This is an optimization exercise on Yosys and OpenROAD, whose aim is small area, a short achievable clock period and few clock cycles, not a production implementation. Only simulation tests tie the RTL to the original design; equivalence was not proved. Power and IR drop assume default switching activity.

==> cedar <==
## conv_engine
module conv_engine(
    input         clk,
    input         reset,
    input         en_ctrl,
    output [15:0] s_addr,
    output [15:0] w_addr,
    output [15:0] b_addr,
    input  [7:0]  signal,
    input  [7:0]  weight,
    input  [7:0]  bias,
    output [15:0] save_addr,
    output [7:0]  convout,
    output        en_write,
    output        finish
);
    reg        go;           
    reg        done;         
    reg        stall;        
    reg [11:0] sa, wa;       
    reg [2:0]  j;            
    reg [1:0]  c;            
    reg [2:0]  r;            
    reg        inb;          
    reg        jend, rend;   
    reg [4:0]  o, y;         
    reg [3:0]  xp;
    reg        last_out;     
    wire p0n = (xp == 4'd0), p15n = (xp == 4'd15);
    wire y0 = (y == 5'd0), y1 = (y == 5'd1), y30 = (y == 5'd30), y31 = (y == 5'd31);
    reg p0, p15, ya, yb, y01;    
    always @(posedge clk) begin
        p0 <= p0n;
        p15 <= p15n;
        ya <= y0 | y31;
        yb <= y1 | y30;
        y01 <= y0 | y1;
    end
    wire [2:0] jpen = p0 ? 3'd3 : p15 ? 3'd2 : 3'd4;
    wire [2:0] rpen = ya ? 3'd1 : yb ? 3'd2 : 3'd3;
    wire cend = (c == 2'd2);
    wire last_pos = p15 & ya & ~y01;
    wire adv = go & ~done & ~stall;
    wire hold = ~inb & jend & cend & rend;
    wire inb_n  = adv ? hold : inb;
    wire jend_n = adv ? (~inb & (~jend ? (j == jpen) : (cend & rend))) : jend;
    wire cend_n = adv ? (~inb & (~jend ? cend : ~cend ? (c == 2'd1) : ~rend ? 1'b0 : 1'b1)) : cend;
    wire rend_n = adv ? (~inb & ((jend & cend & ~rend) ? (r == rpen) : rend)) : rend;
    wire last_out_n = lsb ? (o == 5'd30) : last_out;
    wire stall_n = (lsb & last_out) ? 1'b0 : (adv & inb & last_out) ? 1'b1 : stall;
    wire done_n = done | (adv & inb & last_out & last_pos);
    wire adv_n = en_ctrl & ~done_n & ~stall_n;
    reg a_inc, a_ch, a_row, a_back, a_pos;
    always @(posedge clk) begin
        if (reset) begin
            a_inc <= 1'b0;
            a_ch <= 1'b0;
            a_row <= 1'b0;
            a_back <= 1'b0;
            a_pos <= 1'b0;
        end else begin
            a_inc <= adv_n & ~inb_n & ~jend_n;
  ...
==> flow/config.mk <==
export PLATFORM = sky130hd
export DESIGN_NAME = conv_engine
export DESIGN_NICKNAME = conv_engine
export VERILOG_FILES = /design/flow/design.v
export SDC_FILE = /design/flow/constraint.sdc
export NUM_CORES = 4
export LEC_CHECK = 0
export CAP_MARGIN = 20
export CORE_MARGIN = 2
export CORE_UTILIZATION = 40
export SLEW_MARGIN = 20
==> flow/constraint.sdc <==
create_clock -name core_clock -period 10.0 [get_ports {clk}]
set_input_delay 2.0000 -clock core_clock [delete_from_list [all_inputs] [get_ports {clk}]]
set_output_delay 2.0000 -clock core_clock [all_outputs]
set_load 0.01 [all_outputs]
standard.sh (not shown) runs the stock make flow with config.mk's settings and CLKGATE_MAP_FILE= SYNTH_SCRIPT=/design/flow/synth_recipe.tcl, a recipe that flattens the netlist after the stock synthesis.
==> flow/flow/run.sh <==
#!/bin/bash
set -uo pipefail
MARGIN=$(cat flow/margin 2>/dev/null || echo 7)
bash standard.sh "SETUP_SLACK_MARGIN=$MARGIN" \
    "BUFFER_PORTS_ARGS=-buffer_cell sky130_fd_sc_hd__buf_1" finish > run_make.log 2>&1
status=$?
tail -5 run_make.log
exit $status
==> flow/flow/margin <==
7
==> inputs of raven, as changes to cedar <==
--- a/flow/design.v
+++ b/flow/design.v
@@ -20,38 +20,29 @@
     reg [2:0]  j;            
     reg [1:0]  c;            
     reg [2:0]  r;            
     reg        inb;          
     reg        jend, rend;   
     reg [4:0]  o, y;         
     reg [3:0]  xp;
     reg        last_out;     
-    wire p0n = (xp == 4'd0), p15n = (xp == 4'd15);
-    wire y0 = (y == 5'd0), y1 = (y == 5'd1), y30 = (y == 5'd30), y31 = (y == 5'd31);
     reg p0, p15, ya, yb, y01;    
-    always @(posedge clk) begin
-        p0 <= p0n;
-        p15 <= p15n;
-        ya <= y0 | y31;
-        yb <= y1 | y30;
-        y01 <= y0 | y1;
-    end
-    wire [2:0] jpen = p0 ? 3'd3 : p15 ? 3'd2 : 3'd4;
+    wire [2:0] jpen = (p0 | p15) ? 3'd2 : 3'd4;
     wire [2:0] rpen = ya ? 3'd1 : yb ? 3'd2 : 3'd3;
     wire cend = (c == 2'd2);
     wire last_pos = p15 & ya & ~y01;
     wire adv = go & ~done & ~stall;
     wire hold = ~inb & jend & cend & rend;
     wire inb_n  = adv ? hold : inb;
     wire jend_n = adv ? (~inb & (~jend ? (j == jpen) : (cend & rend))) : jend;
     wire cend_n = adv ? (~inb & (~jend ? cend : ~cend ? (c == 2'd1) : ~rend ? 1'b0 : 1'b1)) : cend;
     wire rend_n = adv ? (~inb & ((jend & cend & ~rend) ? (r == rpen) : rend)) : rend;
-    wire last_out_n = lsb ? (o == 5'd30) : last_out;
-    wire stall_n = (lsb & last_out) ? 1'b0 : (adv & inb & last_out) ? 1'b1 : stall;
+    wire last_out_n = w2 ? (o == 5'd30) : last_out;
+    wire stall_n = (w2 & last_out) ? 1'b0 : (adv & inb & last_out) ? 1'b1 : stall;
     wire done_n = done | (adv & inb & last_out & last_pos);
     wire adv_n = en_ctrl & ~done_n & ~stall_n;
     reg a_inc, a_ch, a_row, a_back, a_pos;
     always @(posedge clk) begin
         if (reset) begin
             a_inc <= 1'b0;
             a_ch <= 1'b0;
             a_row <= 1'b0;
@@ -62,80 +53,80 @@
             a_ch <= adv_n & ~inb_n & jend_n & ~cend_n;
             a_row <= adv_n & ~inb_n & jend_n & cend_n & ~rend_n;
             a_back <= adv_n & inb_n & ~last_out_n;
             a_pos <= adv_n & inb_n & last_out_n;
         end
     end
     wire [11:0] ds, dw;
     assign ds = ({12{a_inc & (~p0 & ~p15)}} & 12'd3)
-        | ({12{a_inc & (p0)}} & 12'd3)
+        | ({12{a_inc & (p0)}} & 12'd4093)
         | ({12{a_inc & (p15)}} & 12'd3)
         | ({12{a_ch & (~p0 & ~p15)}} & 12'd4082)
-        | ({12{a_ch & (p0)}} & 12'd4085)
+        | ({12{a_ch & (p0)}} & 12'd10)
         | ({12{a_ch & (p15)}} & 12'd4088)
         | ({12{a_row & (~p0 & ~p15)}} & 12'd79)
-        | ({12{a_row & (p0)}} & 12'd82)
+        | ({12{a_row & (p0)}} & 12'd103)
         | ({12{a_row & (p15)}} & 12'd85)
         | ({12{a_back & (~p0 & ~p15) & (ya)}} & 12'd3887)
         | ({12{a_back & (~p0 & ~p15) & (yb)}} & 12'd3791)
         | ({12{a_back & (~p0 & ~p15) & (~ya & ~yb)}} & 12'd3695)
-        | ({12{a_back & (p0) & (ya)}} & 12'd3890)
-        | ({12{a_back & (p0) & (yb)}} & 12'd3794)
-        | ({12{a_back & (p0) & (~ya & ~yb)}} & 12'd3698)
+        | ({12{a_back & (p0) & (ya)}} & 12'd3911)
+        | ({12{a_back & (p0) & (yb)}} & 12'd3815)
+        | ({12{a_back & (p0) & (~ya & ~yb)}} & 12'd3719)
         | ({12{a_back & (p15) & (ya)}} & 12'd3893)
         | ({12{a_back & (p15) & (yb)}} & 12'd3797)
         | ({12{a_back & (p15) & (~ya & ~yb)}} & 12'd3701)
         | ({12{a_pos & (~p0 & ~p15) & (ya)}} & 12'd3893)
         | ({12{a_pos & (~p0 & ~p15) & (yb)}} & 12'd3797)
         | ({12{a_pos & (~p0 & ~p15) & (~ya & ~yb)}} & 12'd3701)
-        | ({12{a_pos & (p0) & (ya)}} & 12'd3893)
-        | ({12{a_pos & (p0) & (yb)}} & 12'd3797)
-        | ({12{a_pos & (p0) & (~ya & ~yb)}} & 12'd3701)
-        | ({12{a_pos & (p15) & (~ya & ~yb)}} & 12'd3710)
-        | ({12{a_pos & (p15) & (ya & y01)}} & 12'd3806)
-        | ({12{a_pos & (p15) & (yb & y01)}} & 12'd3710)
-        | ({12{a_pos & (p15) & (yb & ~y01)}} & 12'd3806);
+        | ({12{a_pos & (p0) & (ya)}} & 12'd3902)
+        | ({12{a_pos & (p0) & (yb)}} & 12'd3806)
+        | ({12{a_pos & (p0) & (~ya & ~yb)}} & 12'd3710)
+        | ({12{a_pos & (p15) & (~ya & ~yb)}} & 12'd3722)
+        | ({12{a_pos & (p15) & (ya & y01)}} & 12'd3818)
+        | ({12{a_pos & (p15) & (yb & y01)}} & 12'd3722)
+        | ({12{a_pos & (p15) & (yb & ~y01)}} & 12'd3818);
     assign dw = ({12{a_inc & (~p0 & ~p15)}} & 12'd3)
-        | ({12{a_inc & (p0)}} & 12'd3)
+        | ({12{a_inc & (p0)}} & 12'd4093)
         | ({12{a_inc & (p15)}} & 12'd3)
         | ({12{a_ch & (~p0 & ~p15)}} & 12'd4082)
-        | ({12{a_ch & (p0)}} & 12'd4085)
+        | ({12{a_ch & (p0)}} & 12'd10)
         | ({12{a_ch & (p15)}} & 12'd4088)
         | ({12{a_row & (~p0 & ~p15)}} & 12'd4094)
-        | ({12{a_row & (p0)}} & 12'd1)
+        | ({12{a_row & (p0)}} & 12'd22)
         | ({12{a_row & (p15)}} & 12'd4)
         | ({12{a_back & (~p0 & ~p15) & (ya)}} & 12'd28)
         | ({12{a_back & (~p0 & ~p15) & (yb)}} & 12'd13)
         | ({12{a_back & (~p0 & ~p15) & (~ya & ~yb)}} & 12'd4094)
-        | ({12{a_back & (p0) & (ya)}} & 12'd31)
-        | ({12{a_back & (p0) & (yb)}} & 12'd16)
-        | ({12{a_back & (p0) & (~ya & ~yb)}} & 12'd1)
+        | ({12{a_back & (p0) & (ya)}} & 12'd52)
+        | ({12{a_back & (p0) & (yb)}} & 12'd37)
+        | ({12{a_back & (p0) & (~ya & ~yb)}} & 12'd22)
         | ({12{a_back & (p15) & (ya)}} & 12'd34)
         | ({12{a_back & (p15) & (yb)}} & 12'd19)
         | ({12{a_back & (p15) & (~ya & ~yb)}} & 12'd4)
         | ({12{a_pos & (~p0 & ~p15) & (ya)}} & 12'd1724)
         | ({12{a_pos & (~p0 & ~p15) & (yb)}} & 12'd1709)
         | ({12{a_pos & (~p0 & ~p15) & (~ya & ~yb)}} & 12'd1694)
-        | ({12{a_pos & (p0) & (ya)}} & 12'd1724)
-        | ({12{a_pos & (p0) & (yb)}} & 12'd1709)
-        | ({12{a_pos & (p0) & (~ya & ~yb)}} & 12'd1694)
-        | ({12{a_pos & (p15) & (~ya & ~yb)}} & 12'd1703)
-        | ({12{a_pos & (p15) & (ya & y01)}} & 12'd1718)
-        | ({12{a_pos & (p15) & (yb & y01)}} & 12'd1703)
-        | ({12{a_pos & (p15) & (yb & ~y01)}} & 12'd1718);
-    reg first1, b1, ga1, gb1, cinv1;
-    reg first2, b2, first3, b3, b4, wr_en, lsb, fin;
+        | ({12{a_pos & (p0) & (ya)}} & 12'd1736)
+        | ({12{a_pos & (p0) & (yb)}} & 12'd1721)
+        | ({12{a_pos & (p0) & (~ya & ~yb)}} & 12'd1706)
+        | ({12{a_pos & (p15) & (~ya & ~yb)}} & 12'd1712)
+        | ({12{a_pos & (p15) & (ya & y01)}} & 12'd1727)
+        | ({12{a_pos & (p15) & (yb & y01)}} & 12'd1712)
+        | ({12{a_pos & (p15) & (yb & ~y01)}} & 12'd1727);
+    reg first1, b1, ga1, gb1;
+    reg first2, b2, first3, b3, b4, wr_en, w2, lsb, fin;
     always @(posedge clk) begin
         if (reset) begin
             go <= 1'b0;
             done <= 1'b0;
             stall <= 1'b0;
-            sa <= 12'd4093;
-            wa <= 12'd33;
+            sa <= 12'd9;
+            wa <= 12'd42;
             j <= 3'd0;
             c <= 2'd0;
             r <= 3'd0;
             inb <= 1'b0;
             jend <= 1'b0;
             rend <= 1'b0;
         end else begin
             go <= en_ctrl;
@@ -165,71 +156,83 @@
                     c <= 2'd0;
                     r <= r + 3'd1;
                     jend <= 1'b0;
                     rend <= (r == rpen);
                 end else begin
                     inb <= 1'b1;
                 end
             end
-            if (lsb & last_out) stall <= 1'b0;
+            if (w2 & last_out) stall <= 1'b0;
         end
     end
     always @(posedge clk) begin
         if (reset) begin
             o <= 5'd0;
             xp <= 4'd0;
             y <= 5'd0;
+            p0 <= 1'b1;
+            p15 <= 1'b0;
+            ya <= 1'b1;
+            yb <= 1'b0;
+            y01 <= 1'b1;
             last_out <= 1'b0;
-        end else if (lsb) begin
+        end else if (w2) begin
             o <= o + 5'd1;
             last_out <= (o == 5'd30);
             if (last_out) begin
                 xp <= xp + 4'd1;
-                if (p15n) y <= y + 5'd1;
+                p0 <= p15;
+                p15 <= (xp == 4'd14);
+                if (p15) begin
+                    y <= y + 5'd1;
+                    ya <= (y == 5'd30);
+                    yb <= (y == 5'd0) | (y == 5'd29);
+                    y01 <= (y == 5'd0);
+                end
             end
         end
     end
     always @(posedge clk) begin
         if (reset) begin
             first1 <= 1'b0;
             b1 <= 1'b0;
             ga1 <= 1'b0;
             gb1 <= 1'b1;
-            cinv1 <= 1'b0;
             first2 <= 1'b0;
             b2 <= 1'b0;
             first3 <= 1'b0;
             b3 <= 1'b0;
             b4 <= 1'b0;
             wr_en <= 1'b0;
+            w2 <= 1'b0;
             lsb <= 1'b0;
             fin <= 1'b0;
         end else begin
             first1 <= adv & ~inb & (j == 3'd0) & (c == 2'd0) & (r == 3'd0);
             b1 <= adv & inb;
-            ga1 <= jend & ~p15;
+            ga1 <= jend & ~p15 & ~p0;
             gb1 <= ~adv | inb | (j == 3'd0);
-            cinv1 <= p0n & (j == 3'd0);
             first2 <= first1;
             b2 <= b1;
             first3 <= first2;
             b3 <= b2;
             b4 <= b3;
             wr_en <= b3 | b4;
-            lsb <= b4;
+            w2 <= b4;
+            lsb <= p0 ? b3 : b4;
             if (b4 & last_out & last_pos) fin <= 1'b1;
         end
     end
     reg  [7:0]  sr;               
     reg  [3:0]  onea, twoa, nega;    
     reg  [3:0]  oneb, twob, negb;    
     wire [7:0]  wd = b1 ? 8'd64 : ga1 ? 8'd0 : weight;
     always @(posedge clk) begin
-        sr <= b1 ? bias : cinv1 ? 8'd0 : signal;
+        sr <= b1 ? bias : signal;
         onea <= {wd[6] ^ wd[5], wd[4] ^ wd[3], wd[2] ^ wd[1], wd[0]};
         twoa <= {(wd[7] & ~wd[6] & ~wd[5]) | (~wd[7] & wd[6] & wd[5]),
                  (wd[5] & ~wd[4] & ~wd[3]) | (~wd[5] & wd[4] & wd[3]),
                  (wd[3] & ~wd[2] & ~wd[1]) | (~wd[3] & wd[2] & wd[1]),
                  (wd[1] & ~wd[0])};
         nega <= {wd[7], wd[5], wd[3], wd[1]};
         oneb <= b1 ? 4'b1000 : gb1 ? 4'b0000 : onea;
         twob <= (b1 | gb1) ? 4'b0000 : twoa;
==> flow/flow/run.sh (replaced) <==
#!/bin/bash
set -uo pipefail
MARGIN=$(cat flow/margin 2>/dev/null || echo 7)
EXTRA=()
if [[ -f flow/extra ]]; then
    while IFS= read -r line; do
        [[ -n "$line" ]] && EXTRA+=("$line")
    done < flow/extra
fi
bash standard.sh "SETUP_SLACK_MARGIN=$MARGIN" \
    "BUFFER_PORTS_ARGS=-buffer_cell sky130_fd_sc_hd__buf_1" "${EXTRA[@]}" finish > run_make.log 2>&1
status=$?
tail -5 run_make.log
exit $status
==> flow/flow/extra (new file) <==
SKIP_REPAIR_TIE_FANOUT=1
==> flow/flow/margin (replaced) <==
6.8
==> flow/config.mk (replaced) <==
export PLATFORM = sky130hd
export DESIGN_NAME = conv_engine
export DESIGN_NICKNAME = conv_engine
export VERILOG_FILES = /design/flow/design.v
export SDC_FILE = /design/flow/constraint.sdc
export NUM_CORES = 4
export LEC_CHECK = 0
export CAP_MARGIN = 20
export CORE_MARGIN = 2
export CORE_UTILIZATION = 40
export GPL_TIMING_DRIVEN = 1
export SLEW_MARGIN = 20
==> inputs of nickel, as changes to cedar <==
--- a/flow/design.v
+++ b/flow/design.v
@@ -20,38 +20,29 @@
     reg [2:0]  j;            
     reg [1:0]  c;            
     reg [2:0]  r;            
     reg        inb;          
     reg        jend, rend;   
     reg [4:0]  o, y;         
     reg [3:0]  xp;
     reg        last_out;     
-    wire p0n = (xp == 4'd0), p15n = (xp == 4'd15);
-    wire y0 = (y == 5'd0), y1 = (y == 5'd1), y30 = (y == 5'd30), y31 = (y == 5'd31);
     reg p0, p15, ya, yb, y01;    
-    always @(posedge clk) begin
-        p0 <= p0n;
-        p15 <= p15n;
-        ya <= y0 | y31;
-        yb <= y1 | y30;
-        y01 <= y0 | y1;
-    end
-    wire [2:0] jpen = p0 ? 3'd3 : p15 ? 3'd2 : 3'd4;
+    wire [2:0] jpen = (p0 | p15) ? 3'd2 : 3'd4;
     wire [2:0] rpen = ya ? 3'd1 : yb ? 3'd2 : 3'd3;
     wire cend = (c == 2'd2);
     wire last_pos = p15 & ya & ~y01;
     wire adv = go & ~done & ~stall;
     wire hold = ~inb & jend & cend & rend;
     wire inb_n  = adv ? hold : inb;
     wire jend_n = adv ? (~inb & (~jend ? (j == jpen) : (cend & rend))) : jend;
     wire cend_n = adv ? (~inb & (~jend ? cend : ~cend ? (c == 2'd1) : ~rend ? 1'b0 : 1'b1)) : cend;
     wire rend_n = adv ? (~inb & ((jend & cend & ~rend) ? (r == rpen) : rend)) : rend;
-    wire last_out_n = lsb ? (o == 5'd30) : last_out;
-    wire stall_n = (lsb & last_out) ? 1'b0 : (adv & inb & last_out) ? 1'b1 : stall;
+    wire last_out_n = w2 ? (o == 5'd30) : last_out;
+    wire stall_n = (w2 & last_out) ? 1'b0 : (adv & inb & last_out) ? 1'b1 : stall;
     wire done_n = done | (adv & inb & last_out & last_pos);
     wire adv_n = en_ctrl & ~done_n & ~stall_n;
     reg a_inc, a_ch, a_row, a_back, a_pos;
     always @(posedge clk) begin
         if (reset) begin
             a_inc <= 1'b0;
             a_ch <= 1'b0;
             a_row <= 1'b0;
@@ -62,80 +53,80 @@
             a_ch <= adv_n & ~inb_n & jend_n & ~cend_n;
             a_row <= adv_n & ~inb_n & jend_n & cend_n & ~rend_n;
             a_back <= adv_n & inb_n & ~last_out_n;
             a_pos <= adv_n & inb_n & last_out_n;
         end
     end
     wire [11:0] ds, dw;
     assign ds = ({12{a_inc & (~p0 & ~p15)}} & 12'd3)
-        | ({12{a_inc & (p0)}} & 12'd3)
+        | ({12{a_inc & (p0)}} & 12'd4093)
         | ({12{a_inc & (p15)}} & 12'd3)
         | ({12{a_ch & (~p0 & ~p15)}} & 12'd4082)
-        | ({12{a_ch & (p0)}} & 12'd4085)
+        | ({12{a_ch & (p0)}} & 12'd10)
         | ({12{a_ch & (p15)}} & 12'd4088)
         | ({12{a_row & (~p0 & ~p15)}} & 12'd79)
-        | ({12{a_row & (p0)}} & 12'd82)
+        | ({12{a_row & (p0)}} & 12'd103)
         | ({12{a_row & (p15)}} & 12'd85)
         | ({12{a_back & (~p0 & ~p15) & (ya)}} & 12'd3887)
         | ({12{a_back & (~p0 & ~p15) & (yb)}} & 12'd3791)
         | ({12{a_back & (~p0 & ~p15) & (~ya & ~yb)}} & 12'd3695)
-        | ({12{a_back & (p0) & (ya)}} & 12'd3890)
-        | ({12{a_back & (p0) & (yb)}} & 12'd3794)
-        | ({12{a_back & (p0) & (~ya & ~yb)}} & 12'd3698)
+        | ({12{a_back & (p0) & (ya)}} & 12'd3911)
+        | ({12{a_back & (p0) & (yb)}} & 12'd3815)
+        | ({12{a_back & (p0) & (~ya & ~yb)}} & 12'd3719)
         | ({12{a_back & (p15) & (ya)}} & 12'd3893)
         | ({12{a_back & (p15) & (yb)}} & 12'd3797)
         | ({12{a_back & (p15) & (~ya & ~yb)}} & 12'd3701)
         | ({12{a_pos & (~p0 & ~p15) & (ya)}} & 12'd3893)
         | ({12{a_pos & (~p0 & ~p15) & (yb)}} & 12'd3797)
         | ({12{a_pos & (~p0 & ~p15) & (~ya & ~yb)}} & 12'd3701)
-        | ({12{a_pos & (p0) & (ya)}} & 12'd3893)
-        | ({12{a_pos & (p0) & (yb)}} & 12'd3797)
-        | ({12{a_pos & (p0) & (~ya & ~yb)}} & 12'd3701)
-        | ({12{a_pos & (p15) & (~ya & ~yb)}} & 12'd3710)
-        | ({12{a_pos & (p15) & (ya & y01)}} & 12'd3806)
-        | ({12{a_pos & (p15) & (yb & y01)}} & 12'd3710)
-        | ({12{a_pos & (p15) & (yb & ~y01)}} & 12'd3806);
+        | ({12{a_pos & (p0) & (ya)}} & 12'd3902)
+        | ({12{a_pos & (p0) & (yb)}} & 12'd3806)
+        | ({12{a_pos & (p0) & (~ya & ~yb)}} & 12'd3710)
+        | ({12{a_pos & (p15) & (~ya & ~yb)}} & 12'd3722)
+        | ({12{a_pos & (p15) & (ya & y01)}} & 12'd3818)
+        | ({12{a_pos & (p15) & (yb & y01)}} & 12'd3722)
+        | ({12{a_pos & (p15) & (yb & ~y01)}} & 12'd3818);
     assign dw = ({12{a_inc & (~p0 & ~p15)}} & 12'd3)
-        | ({12{a_inc & (p0)}} & 12'd3)
+        | ({12{a_inc & (p0)}} & 12'd4093)
         | ({12{a_inc & (p15)}} & 12'd3)
         | ({12{a_ch & (~p0 & ~p15)}} & 12'd4082)
-        | ({12{a_ch & (p0)}} & 12'd4085)
+        | ({12{a_ch & (p0)}} & 12'd10)
         | ({12{a_ch & (p15)}} & 12'd4088)
         | ({12{a_row & (~p0 & ~p15)}} & 12'd4094)
-        | ({12{a_row & (p0)}} & 12'd1)
+        | ({12{a_row & (p0)}} & 12'd22)
         | ({12{a_row & (p15)}} & 12'd4)
         | ({12{a_back & (~p0 & ~p15) & (ya)}} & 12'd28)
         | ({12{a_back & (~p0 & ~p15) & (yb)}} & 12'd13)
         | ({12{a_back & (~p0 & ~p15) & (~ya & ~yb)}} & 12'd4094)
-        | ({12{a_back & (p0) & (ya)}} & 12'd31)
-        | ({12{a_back & (p0) & (yb)}} & 12'd16)
-        | ({12{a_back & (p0) & (~ya & ~yb)}} & 12'd1)
+        | ({12{a_back & (p0) & (ya)}} & 12'd52)
+        | ({12{a_back & (p0) & (yb)}} & 12'd37)
+        | ({12{a_back & (p0) & (~ya & ~yb)}} & 12'd22)
         | ({12{a_back & (p15) & (ya)}} & 12'd34)
         | ({12{a_back & (p15) & (yb)}} & 12'd19)
         | ({12{a_back & (p15) & (~ya & ~yb)}} & 12'd4)
         | ({12{a_pos & (~p0 & ~p15) & (ya)}} & 12'd1724)
         | ({12{a_pos & (~p0 & ~p15) & (yb)}} & 12'd1709)
         | ({12{a_pos & (~p0 & ~p15) & (~ya & ~yb)}} & 12'd1694)
-        | ({12{a_pos & (p0) & (ya)}} & 12'd1724)
-        | ({12{a_pos & (p0) & (yb)}} & 12'd1709)
-        | ({12{a_pos & (p0) & (~ya & ~yb)}} & 12'd1694)
-        | ({12{a_pos & (p15) & (~ya & ~yb)}} & 12'd1703)
-        | ({12{a_pos & (p15) & (ya & y01)}} & 12'd1718)
-        | ({12{a_pos & (p15) & (yb & y01)}} & 12'd1703)
-        | ({12{a_pos & (p15) & (yb & ~y01)}} & 12'd1718);
-    reg first1, b1, ga1, gb1, cinv1;
-    reg first2, b2, first3, b3, b4, wr_en, lsb, fin;
+        | ({12{a_pos & (p0) & (ya)}} & 12'd1736)
+        | ({12{a_pos & (p0) & (yb)}} & 12'd1721)
+        | ({12{a_pos & (p0) & (~ya & ~yb)}} & 12'd1706)
+        | ({12{a_pos & (p15) & (~ya & ~yb)}} & 12'd1712)
+        | ({12{a_pos & (p15) & (ya & y01)}} & 12'd1727)
+        | ({12{a_pos & (p15) & (yb & y01)}} & 12'd1712)
+        | ({12{a_pos & (p15) & (yb & ~y01)}} & 12'd1727);
+    reg first1, b1, ga1, gb1;
+    reg first2, b2, first3, b3, b4, wr_en, w2, lsb, fin;
     always @(posedge clk) begin
         if (reset) begin
             go <= 1'b0;
             done <= 1'b0;
             stall <= 1'b0;
-            sa <= 12'd4093;
-            wa <= 12'd33;
+            sa <= 12'd9;
+            wa <= 12'd42;
             j <= 3'd0;
             c <= 2'd0;
             r <= 3'd0;
             inb <= 1'b0;
             jend <= 1'b0;
             rend <= 1'b0;
         end else begin
             go <= en_ctrl;
@@ -165,71 +156,83 @@
                     c <= 2'd0;
                     r <= r + 3'd1;
                     jend <= 1'b0;
                     rend <= (r == rpen);
                 end else begin
                     inb <= 1'b1;
                 end
             end
-            if (lsb & last_out) stall <= 1'b0;
+            if (w2 & last_out) stall <= 1'b0;
         end
     end
     always @(posedge clk) begin
         if (reset) begin
             o <= 5'd0;
             xp <= 4'd0;
             y <= 5'd0;
+            p0 <= 1'b1;
+            p15 <= 1'b0;
+            ya <= 1'b1;
+            yb <= 1'b0;
+            y01 <= 1'b1;
             last_out <= 1'b0;
-        end else if (lsb) begin
+        end else if (w2) begin
             o <= o + 5'd1;
             last_out <= (o == 5'd30);
             if (last_out) begin
                 xp <= xp + 4'd1;
-                if (p15n) y <= y + 5'd1;
+                p0 <= p15;
+                p15 <= (xp == 4'd14);
+                if (p15) begin
+                    y <= y + 5'd1;
+                    ya <= (y == 5'd30);
+                    yb <= (y == 5'd0) | (y == 5'd29);
+                    y01 <= (y == 5'd0);
+                end
             end
         end
     end
     always @(posedge clk) begin
         if (reset) begin
             first1 <= 1'b0;
             b1 <= 1'b0;
             ga1 <= 1'b0;
             gb1 <= 1'b1;
-            cinv1 <= 1'b0;
             first2 <= 1'b0;
             b2 <= 1'b0;
             first3 <= 1'b0;
             b3 <= 1'b0;
             b4 <= 1'b0;
             wr_en <= 1'b0;
+            w2 <= 1'b0;
             lsb <= 1'b0;
             fin <= 1'b0;
         end else begin
             first1 <= adv & ~inb & (j == 3'd0) & (c == 2'd0) & (r == 3'd0);
             b1 <= adv & inb;
-            ga1 <= jend & ~p15;
+            ga1 <= jend & ~p15 & ~p0;
             gb1 <= ~adv | inb | (j == 3'd0);
-            cinv1 <= p0n & (j == 3'd0);
             first2 <= first1;
             b2 <= b1;
             first3 <= first2;
             b3 <= b2;
             b4 <= b3;
             wr_en <= b3 | b4;
-            lsb <= b4;
+            w2 <= b4;
+            lsb <= p0 ? b3 : b4;
             if (b4 & last_out & last_pos) fin <= 1'b1;
         end
     end
     reg  [7:0]  sr;               
     reg  [3:0]  onea, twoa, nega;    
     reg  [3:0]  oneb, twob, negb;    
     wire [7:0]  wd = b1 ? 8'd64 : ga1 ? 8'd0 : weight;
     always @(posedge clk) begin
-        sr <= b1 ? bias : cinv1 ? 8'd0 : signal;
+        sr <= b1 ? bias : signal;
         onea <= {wd[6] ^ wd[5], wd[4] ^ wd[3], wd[2] ^ wd[1], wd[0]};
         twoa <= {(wd[7] & ~wd[6] & ~wd[5]) | (~wd[7] & wd[6] & wd[5]),
                  (wd[5] & ~wd[4] & ~wd[3]) | (~wd[5] & wd[4] & wd[3]),
                  (wd[3] & ~wd[2] & ~wd[1]) | (~wd[3] & wd[2] & wd[1]),
                  (wd[1] & ~wd[0])};
         nega <= {wd[7], wd[5], wd[3], wd[1]};
         oneb <= b1 ? 4'b1000 : gb1 ? 4'b0000 : onea;
         twob <= (b1 | gb1) ? 4'b0000 : twoa;
==> flow/flow/margin (replaced) <==
6.5
==> comparison table <==
item                                                          cedar      nickel       raven
Run status                                 timing/DRC/antenna clean  timing/DRC/antenna clean  timing/DRC/antenna clean
Proportion of synthesized chip area in sequential cells       30.9%       30.9%       30.9%
Clk pwr                                                  0.000725 W  0.000706 W  0.000659 W
Slowest cell delay on critical path                         0.41 ns     0.77 ns     0.46 ns
Required time of the critical path                          8.00 ns    10.32 ns     8.00 ns
Share of total power in the clock network                     24.2%       24.0%       22.6%
Starting density of the core                                  40.4%       40.4%       40.4%
Synthesized instance count                                     1211        1204        1204
Buf/Inv on CP                                                     1           2           1
Comb_multi_in                                                   829         827         808
Die width                                                    171 um      171 um      171 um
Fillers                                                        2697        2737        2663
Total of cells resized after clock tree synthesis                85           6          25
Testbench counts of cedar, summed over its fixed seeds: cycles 4,181,571.
Testbench counts of raven, summed over its fixed seeds: cycles 4,137,219.
Testbench counts of nickel, summed over its fixed seeds: cycles 4,137,219.

[static timing again, ports no longer ideal]
In the flow no input, the clock included, has a driving cell. The finished layouts below were timed again as built, in two steps. Step 1, drivers: a clkbuf_16 drives clk and a buf_2 each remaining input, both assumed. Step 2 adds t to the input delays and takes it off the output delays; t is the mean of the earliest and latest rising clock arrival at the registers after step 1. Input paths then give back, and output paths get back, about the clock's delay inside the block. Three values: ideal ports, drivers, drivers and shift; two values: the first two.
| run | shift t [ns] | slack for setup (ns) | latest minus earliest clock arrival (ns) |
|---|---|---|---|
| cedar | 0.476 | 6.992 / 6.946 / 6.793 | 0.014 / 0.015 |
| raven | 0.486 | 6.904 / 6.853 / 6.690 | 0.014 / 0.014 |
| nickel | 0.476 | 6.670 / 6.670 / 6.670 | 0.011 / 0.011 |
After both steps every run listed still meets setup and hold. The setup slack of raven, which loses most, moves by -0.051 ns with the drivers and by -0.214 ns with both steps.
